Source: an optimization exercise on an open RTL-to-GDS flow (aim: small area). Production flows keep margins and buffers that such runs may drop. The RTL was checked by simulation tests, not by an equivalence proof against the original design. Power is estimated from default activity; no workload was simulated.

## Top_module
module Top_module(
input clk,
input rst,
input sw,
input btnC,
input btnU,
input btnR,
output [6:0] seg,
output [3:0] an,
output [7:0] led );
reg [1:0] a;
reg [2:0] c;
reg [3:0] b;
wire a3    = a[1] & a[0];
wire c2    = ~c[2] & c[1] & ~c[0];
wire ph9   = ~a[1] & a[0] & c2;            
wire ph11  = a3 & c2;                      
wire stick = a3 & b[1] & b[0];             
always @(posedge clk)
if (rst) begin
  a <= 2'd0;
  c <= 3'd0;
  b <= 4'd2;
end else begin
  a <= a + 2'd1;
  if (a3) begin
    c <= c[2] ? 3'd0 : c + 3'd1;
    b <= b + 4'd1;
  end
end
localparam NONE = 2'd0, CLR = 2'd1, MIN = 2'd2, HR = 2'd3;
reg c1, u1, r1;
reg [1:0] act;
always @(posedge clk)
if (rst) begin
  c1 <= 1'b0; u1 <= 1'b0; r1 <= 1'b0;
  act <= NONE;
end else if (ph9) begin
  c1 <= btnC; u1 <= btnU; r1 <= btnR;
  if (btnC & ~c1)      act <= CLR;
  else if (btnR & ~r1) act <= MIN;
  else if (btnU & ~u1) act <= HR;
  else                 act <= NONE;
end
reg [6:0] pre;
reg [2:0] st; reg [3:0] so;
reg [2:0] mt; reg [3:0] mo;
reg [1:0] ht; reg [3:0] ho;
wire clr    = (act == CLR);
wire do_min = ph11 & (act == MIN);
wire do_hr  = ph11 & (act == HR);
wire run    = sw & ~clr & ~do_min & ~do_hr;
wire pre_top = pre[6] & pre[5] & pre[1] & pre[0];    
wire so9 = so[3] & so[0];
wire st5 = st[2] & st[0];
  ...
Settings: LEC_CHECK=0, CAP_MARGIN=20, CORE_MARGIN=2, CORE_UTILIZATION=40, SLEW_MARGIN=20; clock period 10.0 ns.
run.sh (not shown) runs the stock make flow with config.mk's settings and CLKGATE_MAP_FILE= SYNTH_SCRIPT=/design/flow/synth_recipe.tcl, a recipe that flattens the netlist after the stock synthesis.
Edit:
--- a/flow/config.mk
+++ b/flow/config.mk
@@ -7,0 +8 @@
+export ABC_AREA = 1
The new run passed the timing, design-rule and antenna checks.
Die area shrinks slightly.
Via count goes up by roughly a tenth.
Total power rises slightly.

The RTL this note starts from:
==> flow/design.v <==
`timescale 1ns / 1ps
module Top_module(
input clk,
input rst,
input sw,
input btnC,
input btnU,
input btnR,
output [6:0] seg,
output [3:0] an,
output [7:0] led );
reg [1:0] a;
reg [2:0] c;
reg [3:0] b;
wire a3    = a[1] & a[0];
wire c2    = ~c[2] & c[1] & ~c[0];
wire ph9   = ~a[1] & a[0] & c2;            
wire ph11  = a3 & c2;                      
wire stick = a3 & b[1] & b[0];             
always @(posedge clk)
if (rst) begin
  a <= 2'd0;
  c <= 3'd0;
  b <= 4'd2;
end else begin
  a <= a + 2'd1;
  if (a3) begin
    c <= c[2] ? 3'd0 : c + 3'd1;
    b <= b + 4'd1;
  end
end
localparam NONE = 2'd0, CLR = 2'd1, MIN = 2'd2, HR = 2'd3;
reg c1, u1, r1;
reg [1:0] act;
always @(posedge clk)
if (rst) begin
  c1 <= 1'b0; u1 <= 1'b0; r1 <= 1'b0;
  act <= NONE;
end else if (ph9) begin
  c1 <= btnC; u1 <= btnU; r1 <= btnR;
  if (btnC & ~c1)      act <= CLR;
  else if (btnR & ~r1) act <= MIN;
  else if (btnU & ~u1) act <= HR;
  else                 act <= NONE;
end
reg [6:0] pre;
reg [2:0] st; reg [3:0] so;
reg [2:0] mt; reg [3:0] mo;
reg [1:0] ht; reg [3:0] ho;
wire clr    = (act == CLR);
wire do_min = ph11 & (act == MIN);
wire do_hr  = ph11 & (act == HR);
wire run    = sw & ~clr & ~do_min & ~do_hr;
wire pre_top = pre[6] & pre[5] & pre[1] & pre[0];    
wire so9 = so[3] & so[0];
wire st5 = st[2] & st[0];
wire mo9 = mo[3] & mo[0];
wire mt5 = mt[2] & mt[0];
wire ho9 = ho[3] & ho[0];
wire h23 = ht[1] & ho[1] & ho[0];
wire s_inc = run & pre_top;
wire m_inc = do_min | (s_inc & so9 & st5);
wire h_inc = do_hr | (s_inc & so9 & st5 & mo9 & mt5);
always @(posedge clk)
if (rst) begin
  pre <= 7'd0;
  st <= 3'd0; so <= 4'd0; mt <= 3'd0; mo <= 4'd0; ht <= 2'd0; ho <= 4'd0;
end else if (clr) begin
  st <= 3'd0; so <= 4'd0; mt <= 3'd0; mo <= 4'd0; ht <= 2'd0; ho <= 4'd0;
end else begin
  if (run) pre <= pre_top ? 7'd0 : pre + 7'd1;
  if (s_inc) begin
    so <= so9 ? 4'd0 : so + 4'd1;
    if (so9) st <= st5 ? 3'd0 : st + 3'd1;
  end
  if (m_inc) begin
    mo <= mo9 ? 4'd0 : mo + 4'd1;
    if (mo9) mt <= mt5 ? 3'd0 : mt + 3'd1;
  end
  if (h_inc) begin
    if (h23) begin
      ht <= 2'd0; ho <= 4'd0;
    end else begin
      ho <= ho9 ? 4'd0 : ho + 4'd1;
      if (ho9) ht <= ht + 2'd1;
    end
  end
end
assign led = {1'b0, st, so};
reg [3:0] d;
wire [1:0] pos = b[3:2];
reg [3:0] dsel;
always @(*)
case (pos)
  2'd0: dsel = {2'b00, ht};
  2'd1: dsel = ho;
  2'd2: dsel = {1'b0, mt};
  default: dsel = mo;
endcase
always @(posedge clk)
if (rst) d <= 4'd15;
else if (stick) d <= dsel;
wire idle = d[3] & d[2];    
wire d3 = d[3], d2 = d[2], d1 = d[1], d0 = d[0];
assign seg[6] = ~(d3 | (~d2 & ~d0) | (d2 & d0) | d1);
assign seg[5] = ~(~d2 | (~d1 & ~d0) | (d1 & d0));
assign seg[4] = ~((~d3 & d0) | d2 | (~d1 & ~d0));
assign seg[3] = (~d3 & ~d2 & ~d1 & d0) | (~d3 & d2 & d1 & d0) | (d2 & ~d1 & ~d0);
assign seg[2] = (~d3 & d0) | (d2 & ~d1);
assign seg[1] = ~(d3 | (d2 & ~d1) | (d2 & ~d0) | (~d1 & ~d0));
assign seg[0] = ~(d3 | (~d2 & d1) | (d2 & ~d1) | (d2 & ~d0));
assign an = idle ? 4'b0000 :
            (pos == 2'd1) ? 4'b0111 :
            (pos == 2'd2) ? 4'b1011 :
            (pos == 2'd3) ? 4'b1101 : 4'b1110;
endmodule
==> flow/config.mk <==
export PLATFORM = sky130hd
export DESIGN_NAME = Top_module
export DESIGN_NICKNAME = Top_module
export VERILOG_FILES = /design/flow/design.v
export SDC_FILE = /design/flow/constraint.sdc
export NUM_CORES = 4
export LEC_CHECK = 0
export CAP_MARGIN = 20
export CORE_MARGIN = 2
export CORE_UTILIZATION = 40
export SLEW_MARGIN = 20
==> flow/constraint.sdc <==
create_clock -name core_clock -period 10.0 [get_ports {clk}]
set_input_delay 2.0000 -clock core_clock [delete_from_list [all_inputs] [get_ports {clk}]]
set_output_delay 2.0000 -clock core_clock [all_outputs]
set_load 0.01 [all_outputs]
standard.sh (not shown) runs the stock make flow with config.mk's settings and CLKGATE_MAP_FILE= SYNTH_SCRIPT=/design/flow/synth_recipe.tcl, a recipe that flattens the netlist after the stock synthesis.
==> flow/flow/run.sh <==
#!/bin/bash
# Own layout flow: the standard synthesis, then its combinational logic re-mapped
# by ABC for area (registers, their names and cells untouched), then the standard
# ORFS layout with small port buffers and a small clock tree.
set -euo pipefail
WORK=$(pwd)
F=$WORK/flow
R=$WORK/orfs/results/$FLOW_PLATFORM/Top_module/base
YOSYS=${YOSYS_EXE:-$FLOW_HOME/../tools/install/yosys/bin/yosys}
LIB=$FLOW_HOME/platforms/$FLOW_PLATFORM/lib/sky130_fd_sc_hd__tt_025C_1v80.lib

bash standard.sh synth > $WORK/1_standard_synth.log 2>&1

cp $R/1_2_yosys.v $WORK/std_synth.v
DU=$(sed -n '/DONT_USE_CELLS += /,/^$/p' $FLOW_HOME/platforms/$FLOW_PLATFORM/config.mk | tr -d '\\' \
     | grep -o 'sky130_fd_sc_hd__[a-z0-9_]*' | sed 's/^/-dont_use /' | tr '\n' ' ')

best=""; best_area=""
for s in $F/a*.abc; do
  n=$(basename $s .abc)
  cat > $WORK/remap_$n.ys <<YS
read_liberty -ignore_miss_func $LIB
read_verilog $WORK/std_synth.v
hierarchy -top $FLOW_TOP
setattr -mod -set keep_hierarchy 1 sky130_fd_sc_hd__dfxtp_1 sky130_fd_sc_hd__dfxtp_2 sky130_fd_sc_hd__dfxtp_4 sky130_fd_sc_hd__conb_1
flatten -noscopeinfo
select $FLOW_TOP
rename -hide w:*.*
opt_clean -purge
abc -liberty $LIB $DU -script $s
opt_clean -purge
splitnets
opt_clean -purge
hilomap -singleton -hicell sky130_fd_sc_hd__conb_1 HI -locell sky130_fd_sc_hd__conb_1 LO
insbuf -buf sky130_fd_sc_hd__buf_1 A X
opt_clean -purge
select -clear
select $FLOW_TOP
write_verilog -noattr -nohex -nodec -selected $WORK/remap_$n.v
YS
  if $YOSYS -s $WORK/remap_$n.ys > $WORK/2_remap_$n.log 2>&1; then
    a=$(python3 $F/area.py $LIB $WORK/remap_$n.v)
    echo "$n $a" >> $WORK/remap_areas.txt
    if [[ -z "$best" ]] || python3 -c "import sys; sys.exit(0 if $a < $best_area else 1)"; then
      best=$n; best_area=$a
    fi
  fi
done
std_area=$(python3 $F/area.py $LIB $WORK/std_synth.v)
echo "standard $std_area; best $best $best_area" >> $WORK/remap_areas.txt
if [[ -n "$best" ]] && python3 -c "import sys; sys.exit(0 if $best_area < $std_area else 1)"; then
  cp $WORK/remap_$best.v $R/1_2_yosys.v
  rm -f $R/1_synth.odb $R/1_synth.sdc
fi

bash standard.sh \
  "BUFFER_PORTS_ARGS=-buffer_cell sky130_fd_sc_hd__buf_1" \
  "CTS_ARGS=$(cat $F/cts_args.txt)" \
  finish > $WORK/3_standard_layout.log 2>&1
==> flow/flow/a4.abc <==
strash
&get -n
&fraig -x
&st
&dc2
&syn2
&dch -f
&nf -R 1000
&put
strash
&get -n
&st
&dch -f
&nf -R 1000
&put
==> flow/flow/a5.abc <==
strash
&get -n
&st
&syn3
&dch -f
&nf -R 1000
&put
strash
&get -n
&st
&dch -f
&nf -R 1000
&put
==> flow/flow/area.py <==
# Sum the liberty cell areas of a flat netlist: area.py LIB NETLIST
import re, sys
lib = open(sys.argv[1]).read()
areas = {m.group(1): float(m.group(2)) for m in
         re.finditer(r'cell\s*\(\s*"?(sky130_fd_sc_hd__\w+)"?\s*\)\s*\{(?:.*?)area\s*:\s*([\d.]+)', lib, re.S)}
net = open(sys.argv[2]).read()
print("%.3f" % sum(areas.get(c, 1e6) for c in re.findall(r'^\s*(sky130_fd_sc_hd__\w+)\s', net, re.M)))
==> flow/flow/cts_args.txt <==
-repair_clock_nets -dont_use_dummy_load -buf_list sky130_fd_sc_hd__clkbuf_16 -root_buf sky130_fd_sc_hd__clkbuf_16
Other scripts of this flow, unchanged in this note and not shown: flow/flow/a1.abc, flow/flow/a2.abc, flow/flow/a3.abc
Change:
==> flow/flow/cts_args.txt (replaced) <==
-sink_clustering_enable -repair_clock_nets -dont_use_dummy_load -sink_clustering_size 50 -sink_clustering_max_diameter 500 -buf_list sky130_fd_sc_hd__clkbuf_8
Synthesized area stays the same. Global-route usage fell by 0.15 points. Cell count stays the same.
Change:
--- a/flow/flow/run.sh
+++ b/flow/flow/run.sh
@@ -25,6 +25,5 @@
 setattr -mod -set keep_hierarchy 1 sky130_fd_sc_hd__dfxtp_1 sky130_fd_sc_hd__dfxtp_2 sky130_fd_sc_hd__dfxtp_4 sky130_fd_sc_hd__conb_1
-flatten -noscopeinfo
+flatten
+opt_clean
 select $FLOW_TOP
-rename -hide w:*.*
-opt_clean -purge
 abc -liberty $LIB $DU -script $s
@@ -34,3 +33,3 @@
 hilomap -singleton -hicell sky130_fd_sc_hd__conb_1 HI -locell sky130_fd_sc_hd__conb_1 LO
-insbuf -buf sky130_fd_sc_hd__buf_1 A X
+insbuf -buf sky130_fd_sc_hd__buf_4 A X
 opt_clean -purge
@@ -57,3 +56,3 @@
   "BUFFER_PORTS_ARGS=-buffer_cell sky130_fd_sc_hd__buf_1" \
-  "CTS_ARGS=$(cat $F/cts_args.txt)" \
+  "CTS_ARGS=${CTS_ARGS_OVERRIDE:--sink_clustering_enable -repair_clock_nets -dont_use_dummy_load}" \
   finish > $WORK/3_standard_layout.log 2>&1
==> flow/flow/a4.abc (replaced) <==
strash
&get -n
&st
&synch2
&dch -f
&nf -R 1000
&put
==> flow/flow/a5.abc (replaced) <==
strash
dch -f
map -a
strash
dch -f
map -a
--- a/flow/flow/area.py
+++ b/flow/flow/area.py
@@ -4,3 +4,3 @@
 areas = {m.group(1): float(m.group(2)) for m in
-         re.finditer(r'cell\s*\(\s*"?(sky130_fd_sc_hd__\w+)"?\s*\)\s*\{(?:.*?)area\s*:\s*([\d.]+)', lib, re.S)}
+         re.finditer(r'cell\s*\(\s*"?(\w+)"?\s*\)\s*\{[^{}]*?area\s*:\s*([\d.]+)', lib, re.S)}
 net = open(sys.argv[2]).read()
removed: flow/flow/cts_args.txt
The new run finished clean.
Critical path depth decreases by 8.
Setup slack gets better by 530 ps.
Final area goes up by about 4%.
Non-clock buffer count is lower by 1.
Total power rose by 0.89%.
Via count increases by about 4.5%.
Change:
--- a/flow/flow/run.sh
+++ b/flow/flow/run.sh
@@ -25,5 +25,6 @@
 setattr -mod -set keep_hierarchy 1 sky130_fd_sc_hd__dfxtp_1 sky130_fd_sc_hd__dfxtp_2 sky130_fd_sc_hd__dfxtp_4 sky130_fd_sc_hd__conb_1
-flatten
-opt_clean
+flatten -noscopeinfo
 select $FLOW_TOP
+rename -hide w:*.*
+opt_clean -purge
 abc -liberty $LIB $DU -script $s
@@ -33,3 +34,3 @@
 hilomap -singleton -hicell sky130_fd_sc_hd__conb_1 HI -locell sky130_fd_sc_hd__conb_1 LO
-insbuf -buf sky130_fd_sc_hd__buf_4 A X
+insbuf -buf sky130_fd_sc_hd__buf_1 A X
 opt_clean -purge
@@ -56,3 +57,3 @@
   "BUFFER_PORTS_ARGS=-buffer_cell sky130_fd_sc_hd__buf_1" \
-  "CTS_ARGS=${CTS_ARGS_OVERRIDE:--sink_clustering_enable -repair_clock_nets -dont_use_dummy_load}" \
+  "CTS_ARGS=$(cat $F/cts_args.txt)" \
   finish > $WORK/3_standard_layout.log 2>&1
==> flow/flow/a4.abc (replaced) <==
strash
&get -n
&fraig -x
&st
&dc2
&syn2
&dch -f
&nf -R 1000
&put
strash
&get -n
&st
&dch -f
&nf -R 1000
&put
==> flow/flow/a5.abc (replaced) <==
strash
&get -n
&st
&syn3
&dch -f
&nf -R 1000
&put
strash
&get -n
&st
&dch -f
&nf -R 1000
&put
--- a/flow/flow/area.py
+++ b/flow/flow/area.py
@@ -4,3 +4,3 @@
 areas = {m.group(1): float(m.group(2)) for m in
-         re.finditer(r'cell\s*\(\s*"?(\w+)"?\s*\)\s*\{[^{}]*?area\s*:\s*([\d.]+)', lib, re.S)}
+         re.finditer(r'cell\s*\(\s*"?(sky130_fd_sc_hd__\w+)"?\s*\)\s*\{(?:.*?)area\s*:\s*([\d.]+)', lib, re.S)}
 net = open(sys.argv[2]).read()
==> flow/flow/cts_args.txt (new file) <==
-sink_clustering_enable -repair_clock_nets -dont_use_dummy_load -sink_clustering_size 50 -sink_clustering_max_diameter 1000 -buf_list sky130_fd_sc_hd__clkbuf_16
Worst hold slack degrades by 8.0 ps. First-iteration DRC count goes up by 140%. Count of clock-buffer cells in the layout does not change. Wire length decreases by 1.1%.

==> afterwards: timing with drivers on the ports <==
How much do the figures lean on ideal ports? The routed layouts below were timed once more, with nothing changed but the port constraints.
Step 1 (the two cells are an assumption about what drives the block):
set clk [get_ports {clk}]
set_driving_cell -lib_cell sky130_fd_sc_hd__clkbuf_16 $clk
set_driving_cell -lib_cell sky130_fd_sc_hd__buf_2 [delete_from_list [all_inputs] $clk]
Step 2 adds t to the input delays and takes it off the output delays; t is the mean of the earliest and latest rising clock arrival at the registers after step 1. Input paths then give back, and output paths get back, about the clock's delay inside the block.
Slacks: ideal / step 1 / step 2; pairs: ideal / step 1.
| run | t (ns) | slack for setup (ns) | hold slack, ns | worst slew at a driven data input, ns |
|---|---|---|---|---|
| the first run of note 1 | 0.319 | 6.248 / 6.224 / 6.128 | 0.462 / 0.462 / 0.462 | 0.03 |
| the second run of note 1 | 0.320 | 6.241 / 6.213 / 6.217 | 0.457 / 0.457 / 0.457 | 0.03 |
| the first run of note 2 | 0.304 | 5.879 / 5.887 / 5.583 | 0.473 / 0.473 / 0.473 | 0.03 |
| the second run of note 2 | 0.308 | 5.916 / 5.920 / 5.612 | 0.480 / 0.480 / 0.480 | 0.03 |
| the third run of note 2 | 0.320 | 6.441 / 6.446 / 6.126 | 0.481 / 0.481 / 0.481 | 0.03 |
| the fourth run of note 2 | 0.304 | 5.879 / 5.887 / 5.583 | 0.473 / 0.473 / 0.473 | 0.03 |
After both steps every run listed still meets setup and hold. The setup slack of the third run of note 2, which loses most, moves by +0.005 ns with the drivers and by -0.315 ns with both steps.
